From an optimization exercise on the open Yosys and OpenROAD flow, aimed at small area and a short achievable clock period; shortcuts taken in it are not production practice. The RTL was checked by simulation tests, not by an equivalence proof against the original design. Power is estimated from default activity; no workload was simulated.

==> run a: inputs <==
==> flow/design.v <==
module paintr_core (
	input  logic         clk,
	input  logic         rst,
	input  logic         step,
	input  logic [7:0]   pos_x,
	input  logic [7:0]   pos_y,
	input  logic         sw_save,
	input  logic         sw_load,
	input  logic [639:0] ram_q,
	input  logic         fb_rdata,
	output logic [8:0]   ram_addr,
	output logic [639:0] ram_data,
	output logic         ram_wren,
	output logic [18:0]  fb_waddr,
	output logic         fb_wdata,
	output logic [18:0]  fb_raddr,
	output logic [7:0]   VGA_R,
	output logic [7:0]   VGA_G,
	output logic [7:0]   VGA_B,
	output logic         VGA_BLANK_N,
	output logic         VGA_CLK,
	output logic         VGA_HS,
	output logic         VGA_SYNC_N,
	output logic         VGA_VS
);
	logic [10:0] cx, cy;
	always_ff @(posedge clk) begin
		if (rst) begin
			cx <= 11'd0;
			cy <= 11'd0;
		end else if (step) begin
			if (pos_x > 8'h30) cx <= pos_x[7] ? cx - 11'd1 : cx + 11'd1;
			if (pos_y > 8'h30) cy <= pos_y[7] ? cy + 11'd1 : cy - 11'd1;
		end
	end
	logic [9:0] load_x;
	logic [8:0] load_y;
	logic       color, act, wrap;
	logic [639:0] q_sh;    
	assign q_sh = {1'b0, ram_q[639:1]};
	logic [7:0]  s0, s1;
	logic [9:0]  s2;
	logic [79:0] g1;
	logic [9:0]  g2;
	logic        q_mux;
	always_comb begin
		for (int k = 0; k < 8; k++)  s0[k] = (load_x[2:0] == k);
		for (int k = 0; k < 8; k++)  s1[k] = (load_x[5:3] == k);
		for (int k = 0; k < 10; k++) s2[k] = (load_x[9:6] == k);
		for (int h = 0; h < 80; h++) g1[h] = |(q_sh[8*h +: 8] & s0);
		for (int m = 0; m < 10; m++) g2[m] = |(g1[8*m +: 8] & s1);
		q_mux = |(g2 & s2);
	end
	logic row_end, all_done, upd;
	assign row_end  = act & ~wrap & (load_x == 10'd638);          
	assign all_done = act & wrap & (load_y == 9'd478);            
	assign upd      = ~row_end & ~all_done;
	always_ff @(posedge clk) begin
		if (rst) begin
			load_x <= 10'd0;
			load_y <= 9'd0;
			color  <= 1'b0;
		end else if (sw_load & upd) begin
			load_x <= (act & ~wrap) ? load_x + 10'd1 : 10'd0;
			load_y <= act ? (wrap ? load_y + 9'd1 : load_y) : 9'd0;
			color  <= (act & ~wrap) ? q_mux : ram_q[0];
		end
	end
	always_ff @(posedge clk) begin
		if (rst | ~sw_load) begin
			act  <= 1'b0;
			wrap <= 1'b0;
		end else begin
			act  <= 1'b1;
			if (row_end) wrap <= 1'b1;
			else if (upd) wrap <= 1'b0;
		end
	end
	logic [10:0] x, y;
	assign x = sw_load ? {1'b0, load_x} : cx;
	assign y = sw_load ? {2'b0, load_y} : cy;
	logic [8:0]   write_addr;
	logic [639:0] data;
	logic         eq_l, eq_c, en;
	assign eq_l = (write_addr == load_y);
	assign eq_c = ({2'b00, write_addr} == cy);
	assign en   = sw_save & ~rst & (sw_load ? eq_l : eq_c);
	logic [79:0] rsel;
	logic [7:0]  csel;
	always_comb begin
		for (int j = 0; j < 80; j++) rsel[j] = en & (x[10:3] == j);
		for (int k = 0; k < 8; k++)  csel[k] = (x[2:0] == k);
	end
	always_ff @(posedge clk) begin
		for (int i = 0; i < 640; i++)
			data[i] <= (data[i] & en) | (rsel[i >> 3] & csel[i & 7]);
	end
	always_ff @(posedge clk) begin
		if (rst | ~sw_save) write_addr <= 9'd0;
		else                write_addr <= y[8:0];
	end
	assign ram_data = data;
	assign ram_wren = sw_save;
	assign ram_addr = sw_load ? (act ? load_y : 9'd0) : (sw_save ? write_addr : 9'd500);
	logic [11:0] ac, al;
	logic        mx, my, cx_c;
	assign mx   = step & (pos_x > 8'h30);
	assign my   = step & (pos_y > 8'h30);
	assign cx_c = mx & (pos_x[7] ? (cx[6:0] == 7'd0) : (cx[6:0] == 7'h7f));
	logic [5:0]  dx, dy, dac;
	logic        cy_w;
	assign dx   = ~cx_c ? 6'd0 :
	              pos_x[7] ? ((cx[10:7] == 4'd0)  ? 6'd15 : 6'h3f) :
	                         ((cx[10:7] == 4'd15) ? 6'h31 : 6'd1);
	assign dy   = ~my ? 6'd0 : pos_y[7] ? 6'd5 : 6'h3b;
	assign cy_w = my & (pos_y[7] ? (cy == 11'h7ff) : (cy == 11'd0));
	assign dac  = dx + dy;
	always_ff @(posedge clk) begin
		if (rst) ac <= 12'd0;
		else     ac <= ac + {cy_w ^ dac[5], {5{dac[5]}}, dac};
	end
	always_ff @(posedge clk) begin
		if (rst) al <= 12'd0;
		else if (sw_load & upd) begin
			if (~act) al <= 12'd0;
			else if (wrap | (load_x[6:0] == 7'h7f)) al <= al + 12'd1;
		end
	end
	assign fb_waddr = sw_load ? {al, load_x[6:0]} : {ac, cx[6:0]};
	assign fb_wdata = sw_load ? color : 1'b1;
	logic [10:0] hcount;
	logic [9:0]  vcount;
	logic        eol, eof, blank, pixel;
	assign eol = (hcount == 11'd1599);
	assign eof = (vcount == 10'd524);
	logic [10:0] hnext;
	logic [9:0]  vnext;
	logic [11:0] ra;       
	logic        hs, vs;
	assign hnext = eol ? 11'd0 : hcount + 11'd1;
	assign vnext = eol ? (eof ? 10'd0 : vcount + 10'd1) : vcount;
	always_ff @(posedge clk) begin
		if (rst) begin
			hcount <= 11'd0;
			vcount <= 10'd0;
			ra     <= 12'd0;
			hs     <= 1'b1;
			vs     <= 1'b1;
		end else begin
			hcount <= hnext;
			vcount <= vnext;
			if (eol)                      ra <= eof ? 12'd0 : ra - 12'd1;
			else if (hcount[7:0] == 8'hff) ra <= ra + 12'd1;
			hs <= !((hnext[10:7] == 4'b1010) & (hnext[6] | hnext[5]));
			vs <= !(vnext[9:1] == 9'd245);
		end
	end
	assign VGA_HS = hs;
	assign VGA_VS = vs;
	assign VGA_SYNC_N = 1'b1;
	assign VGA_CLK = hcount[0];
	assign blank = (hcount[10] & (hcount[9] | hcount[8])) | vcount[9] | (vcount[8:5] == 4'b1111);
	assign fb_raddr = {ra, hcount[7:1]};
	always_ff @(posedge clk) begin
		if (rst) begin
			pixel <= 1'b0;
			VGA_BLANK_N <= 1'b0;
		end else if (hcount[0]) begin
			pixel <= fb_rdata;
			VGA_BLANK_N <= ~blank;
		end
	end
	assign VGA_R = {8{pixel}};
	assign VGA_G = {8{pixel}};
	assign VGA_B = {8{pixel}};
endmodule
==> flow/flow/run.sh <==
#!/bin/bash
# Standard ORFS layout (the standard.sh), with two layout choices added to
# config.mk: port buffers use the smallest buffer cell, and pins may sit on
# adjacent routing tracks so that a smaller die still holds all 1370 ports.
set -euo pipefail
cat flow/extra.mk >> config.mk
bash standard.sh > standard.log 2>&1
==> flow/flow/extra.mk <==
export BUFFER_PORTS_ARGS = -buffer_cell sky130_fd_sc_hd__buf_1
export PLACE_PINS_ARGS = -min_distance 1 -min_distance_in_tracks
==> flow/standard.sh <==
#!/bin/bash
# synth_recipe.tcl (not shown) runs the flow's synth.tcl, then flattens the netlist and writes it again
# the make line also repeats each setting of config.mk as NAME=value (left out here)
make -C /OpenROAD-flow-scripts/flow DESIGN_CONFIG=/design/flow/config.mk WORK_HOME=/design/flow/orfs CLKGATE_MAP_FILE= SYNTH_SCRIPT=/design/flow/synth_recipe.tcl "${@:-finish}"
==> flow/config.mk <==
export PLATFORM = sky130hd
export DESIGN_NAME = paintr_core
export DESIGN_NICKNAME = paintr_core
export VERILOG_FILES = /design/flow/design.v
export SDC_FILE = /design/flow/constraint.sdc
export NUM_CORES = 4
export LEC_CHECK = 0
export CAP_MARGIN = 20
export CORE_AREA = 5 5 355 355
export CTS_BUF_LIST = sky130_fd_sc_hd__clkbuf_8
export CTS_CLUSTER_SIZE = 24
export DIE_AREA = 0 0 360 360
export SETUP_SLACK_MARGIN = 3.0
export SLEW_MARGIN = 20
export BUFFER_PORTS_ARGS = -buffer_cell sky130_fd_sc_hd__buf_1
export PLACE_PINS_ARGS = -min_distance 1 -min_distance_in_tracks
==> flow/constraint.sdc <==
create_clock -name core_clock -period 6.5 [get_ports {clk}]
set_input_delay 1.3000 -clock core_clock [delete_from_list [all_inputs] [get_ports {clk}]]
set_output_delay 1.3000 -clock core_clock [all_outputs]
set_load 0.01 [all_outputs]
==> inputs of run b, as changes to run a <==
Settings changed: SETUP_SLACK_MARGIN 3.0 to default.
==> inputs of run c, as changes to run a <==
--- a/flow/design.v
+++ b/flow/design.v
@@ -35,2 +35,24 @@
 	end
+	logic f_l1, f_l0, f_h1, f_h0;
+	logic cx_inc, cx_dec;
+	assign cx_inc = step & (pos_x > 8'h30) & ~pos_x[7];
+	assign cx_dec = step & (pos_x > 8'h30) & pos_x[7];
+	always_ff @(posedge clk) begin
+		if (rst) begin
+			f_l1 <= 1'b0;
+			f_l0 <= 1'b1;
+			f_h1 <= 1'b0;
+			f_h0 <= 1'b1;
+		end else if (cx_inc) begin
+			f_l1 <= (cx[6:0] == 7'h7e);
+			f_l0 <= f_l1;
+			f_h1 <= f_l1 ? (cx[10:7] == 4'd14) : f_h1;
+			f_h0 <= f_l1 ? (cx[10:7] == 4'd15) : f_h0;
+		end else if (cx_dec) begin
+			f_l1 <= f_l0;
+			f_l0 <= (cx[6:0] == 7'd1);
+			f_h1 <= f_l0 ? (cx[10:7] == 4'd0) : f_h1;
+			f_h0 <= f_l0 ? (cx[10:7] == 4'd1) : f_h0;
+		end
+	end
 	logic [9:0] load_x;
@@ -46,3 +68,2 @@
 	always_comb begin
-		for (int k = 0; k < 8; k++)  s0[k] = (load_x[2:0] == k);
 		for (int k = 0; k < 8; k++)  s1[k] = (load_x[5:3] == k);
@@ -57,2 +78,6 @@
 	assign upd      = ~row_end & ~all_done;
+	always_ff @(posedge clk) begin
+		if (rst) s0 <= 8'd1;
+		else if (sw_load & upd) s0 <= (act & ~wrap) ? {s0[6:0], s0[7]} : 8'd1;
+	end
 	always_ff @(posedge clk) begin
@@ -84,10 +109,17 @@
 	logic         eq_l, eq_c, en;
-	assign eq_l = (write_addr == load_y);
-	assign eq_c = ({2'b00, write_addr} == cy);
+	logic [8:0]   wa_nx, ly_nx;
+	logic [10:0]  cy_nx;
+	assign wa_nx = (rst | ~sw_save) ? 9'd0 : y[8:0];
+	assign ly_nx = rst ? 9'd0 : (sw_load & upd) ? (act ? (wrap ? load_y + 9'd1 : load_y) : 9'd0) : load_y;
+	assign cy_nx = rst ? 11'd0 : (step & (pos_y > 8'h30)) ? (pos_y[7] ? cy + 11'd1 : cy - 11'd1) : cy;
+	always_ff @(posedge clk) begin
+		eq_l <= (wa_nx == ly_nx);
+		eq_c <= ({2'b00, wa_nx} == cy_nx);
+	end
 	assign en   = sw_save & ~rst & (sw_load ? eq_l : eq_c);
-	logic [79:0] rsel;
-	logic [7:0]  csel;
+	logic [19:0] rsel;
+	logic [31:0] csel;
 	always_comb begin
-		for (int j = 0; j < 80; j++) rsel[j] = en & (x[10:3] == j);
-		for (int k = 0; k < 8; k++)  csel[k] = (x[2:0] == k);
+		for (int j = 0; j < 20; j++) rsel[j] = en & (x[10:5] == j);
+		for (int k = 0; k < 32; k++) csel[k] = (x[4:0] == k);
 	end
@@ -95,3 +127,3 @@
 		for (int i = 0; i < 640; i++)
-			data[i] <= (data[i] & en) | (rsel[i >> 3] & csel[i & 7]);
+			data[i] <= (data[i] & en) | (rsel[i >> 5] & csel[i & 31]);
 	end
@@ -108,14 +140,42 @@
 	assign my   = step & (pos_y > 8'h30);
-	assign cx_c = mx & (pos_x[7] ? (cx[6:0] == 7'd0) : (cx[6:0] == 7'h7f));
-	logic [5:0]  dx, dy, dac;
+	assign cx_c = (cx_dec & f_l0) | (cx_inc & f_l1);
+	logic [5:0]  dxr;      
 	logic        cy_w;
-	assign dx   = ~cx_c ? 6'd0 :
-	              pos_x[7] ? ((cx[10:7] == 4'd0)  ? 6'd15 : 6'h3f) :
-	                         ((cx[10:7] == 4'd15) ? 6'h31 : 6'd1);
-	assign dy   = ~my ? 6'd0 : pos_y[7] ? 6'd5 : 6'h3b;
+	assign dxr  = f_l1 ? (f_h1 ? 6'h31 : 6'd1) : f_l0 ? (f_h0 ? 6'd15 : 6'h3f) : 6'd0;
 	assign cy_w = my & (pos_y[7] ? (cy == 11'h7ff) : (cy == 11'd0));
-	assign dac  = dx + dy;
+	logic [5:0]  kd [6];   
+	logic [6:0]  ks [6];
+	logic [5:0]  klo [6];
+	logic [5:0]  kup, kdn;
+	always_comb begin
+		kd[0] = 6'd0;        kd[1] = 6'd5;         kd[2] = 6'h3b;
+		kd[3] = dxr;
+		kd[4] = f_l1 ? (f_h1 ? 6'h36 : 6'd6)  : f_l0 ? (f_h0 ? 6'd20 : 6'd4)  : 6'd5;
+		kd[5] = f_l1 ? (f_h1 ? 6'h2c : 6'h3c) : f_l0 ? (f_h0 ? 6'd10 : 6'h3a) : 6'h3b;
+		for (int k = 0; k < 6; k++) begin
+			ks[k]  = {1'b0, ac[5:0]} + {1'b0, kd[k]};
+			klo[k] = ks[k][5:0];
+			kup[k] = ks[k][6] & ~kd[k][5];
+			kdn[k] = ~ks[k][6] & kd[k][5];
+		end
+	end
+	logic        yu, yd;
+	assign yu = my & pos_y[7];
+	assign yd = my & ~pos_y[7];
+	logic [7:0]  kv [6];   
+	logic [7:0]  kx, k0, kk;
+	always_comb
+		for (int k = 0; k < 6; k++) kv[k] = {klo[k], kup[k], kdn[k]};
+	assign k0 = yu ? kv[1] : yd ? kv[2] : kv[0];
+	assign kx = yu ? kv[4] : yd ? kv[5] : kv[3];
+	assign kk = cx_c ? kx : k0;
+	logic [5:0]  ac_up, ac_dn, ac_hi, ac_lo;
+	logic        sel_up, sel_dn;
+	assign ac_up  = ac[11:6] + 6'd1;
+	assign ac_dn  = ac[11:6] - 6'd1;
+	assign {ac_lo, sel_up, sel_dn} = kk;
+	assign ac_hi  = sel_up ? ac_up : sel_dn ? ac_dn : ac[11:6];
 	always_ff @(posedge clk) begin
 		if (rst) ac <= 12'd0;
-		else     ac <= ac + {cy_w ^ dac[5], {5{dac[5]}}, dac};
+		else     ac <= {ac_hi[5] ^ cy_w, ac_hi[4:0], ac_lo};
 	end
Settings changed: CORE_AREA 5 5 355 355 to 5 5 325 325, CTS_BUF_LIST sky130_fd_sc_hd__clkbuf_8 to sky130_fd_sc_hd__clkbuf_8 sky130_fd_sc_hd__clkbuf_16, CTS_CLUSTER_DIAMETER from default to 60, CTS_CLUSTER_SIZE 24 to 20, DIE_AREA 0 0 360 360 to 0 0 330 330, SETUP_SLACK_MARGIN 3.0 to 3.1, TNS_END_PERCENT from default to 5.
==> summary of the runs <==
Global-route usage: run c > run a > run b.
Sequential share of layout area: run c > run b > run a.
Register-to-register slack: run b < run a < run c.
Between run c and run a, the lower cell area is in run c (gap about 4%, measured against run a).
Against run a, the setup slack of run c is higher by 0.072 ns.
In run a the die area is higher than in run c, by 19%.
The lowest core utilization belongs to run b, the highest to run c.
The lowest fmax belongs to run b, the highest to run c.
==> figures <==
| item | run a | run b | run c |
|---|---|---|---|
| Result of the run | complete, no violations | complete, no violations | complete, no violations |
| Flop-to-flop setup slack | 3.04 ns | 1.97 ns | 3.21 ns |
| Register bit count reported by yosys | 754 | 754 | 768 |
| Via count of the first global-routing pass | 32430 | 31820 | 31790 |
| Core Region | 121700 sq um | 121700 sq um | 101700 sq um |
| P per Cell Area | 248.4 nW/um^2 | 245.6 nW/um^2 | 238.6 nW/um^2 |
| End of the worst register-to-register path | ac[10] | color | al[4] |
| Start point of the critical path | pos_y[3] | sw_load | rst |
| Net count after synthesis | 3811 | 3811 | 4091 |
| Power in the clock group | 4.58 mW | 4.10 mW | 3.88 mW |
| Reg2reg path depth | 15 | 12 | 8 |
| Starting utilization of the core area | 25.66% | 25.66% | 31.46% |
| Biggest cell category by area in the final layout | multi-input gates | flip-flops and latches | flip-flops and latches |
| Net total in the final layout | 5156 | 5069 | 5272 |
| Multi-input gate area | 15210 sq um | 14650 sq um | 15340 sq um |
| Layout-stage area growth over the synthesis result | 35.81% | 28.79% | 27.19% |
| Worst path depth | 18 | 5 | 9 |

-- what the ideal ports hide --
How much do the figures lean on ideal ports? The routed layouts below were timed once more, with nothing changed but the port constraints. Step 1, drivers: a clkbuf_16 drives clk and a buf_2 each remaining input, both assumed. Step 2 adds t to the input delays and takes it off the output delays; t is the mean of the earliest and latest rising clock arrival at the registers after step 1. Input paths then give back, and output paths get back, about the clock's delay inside the block. Three values: ideal ports, drivers, drivers and shift; two values: the first two.
| run | t, ns | setup WS [ns] | hold WS [ns] |
|---|---|---|---|
| run a | 0.874 | 2.844 / 2.783 / 1.965 | 0.475 / 0.475 / 0.475 |
| run b | 0.812 | 1.836 / 1.760 / 1.076 | 0.475 / 0.475 / 0.475 |
| run c | 0.720 | 2.916 / 2.816 / 2.234 | 0.453 / 0.453 / 0.453 |
After both steps setup and hold are still met in every run listed. For run a, which loses most, drivers alone change the setup slack by -0.061 ns; drivers and shift together by -0.879 ns.
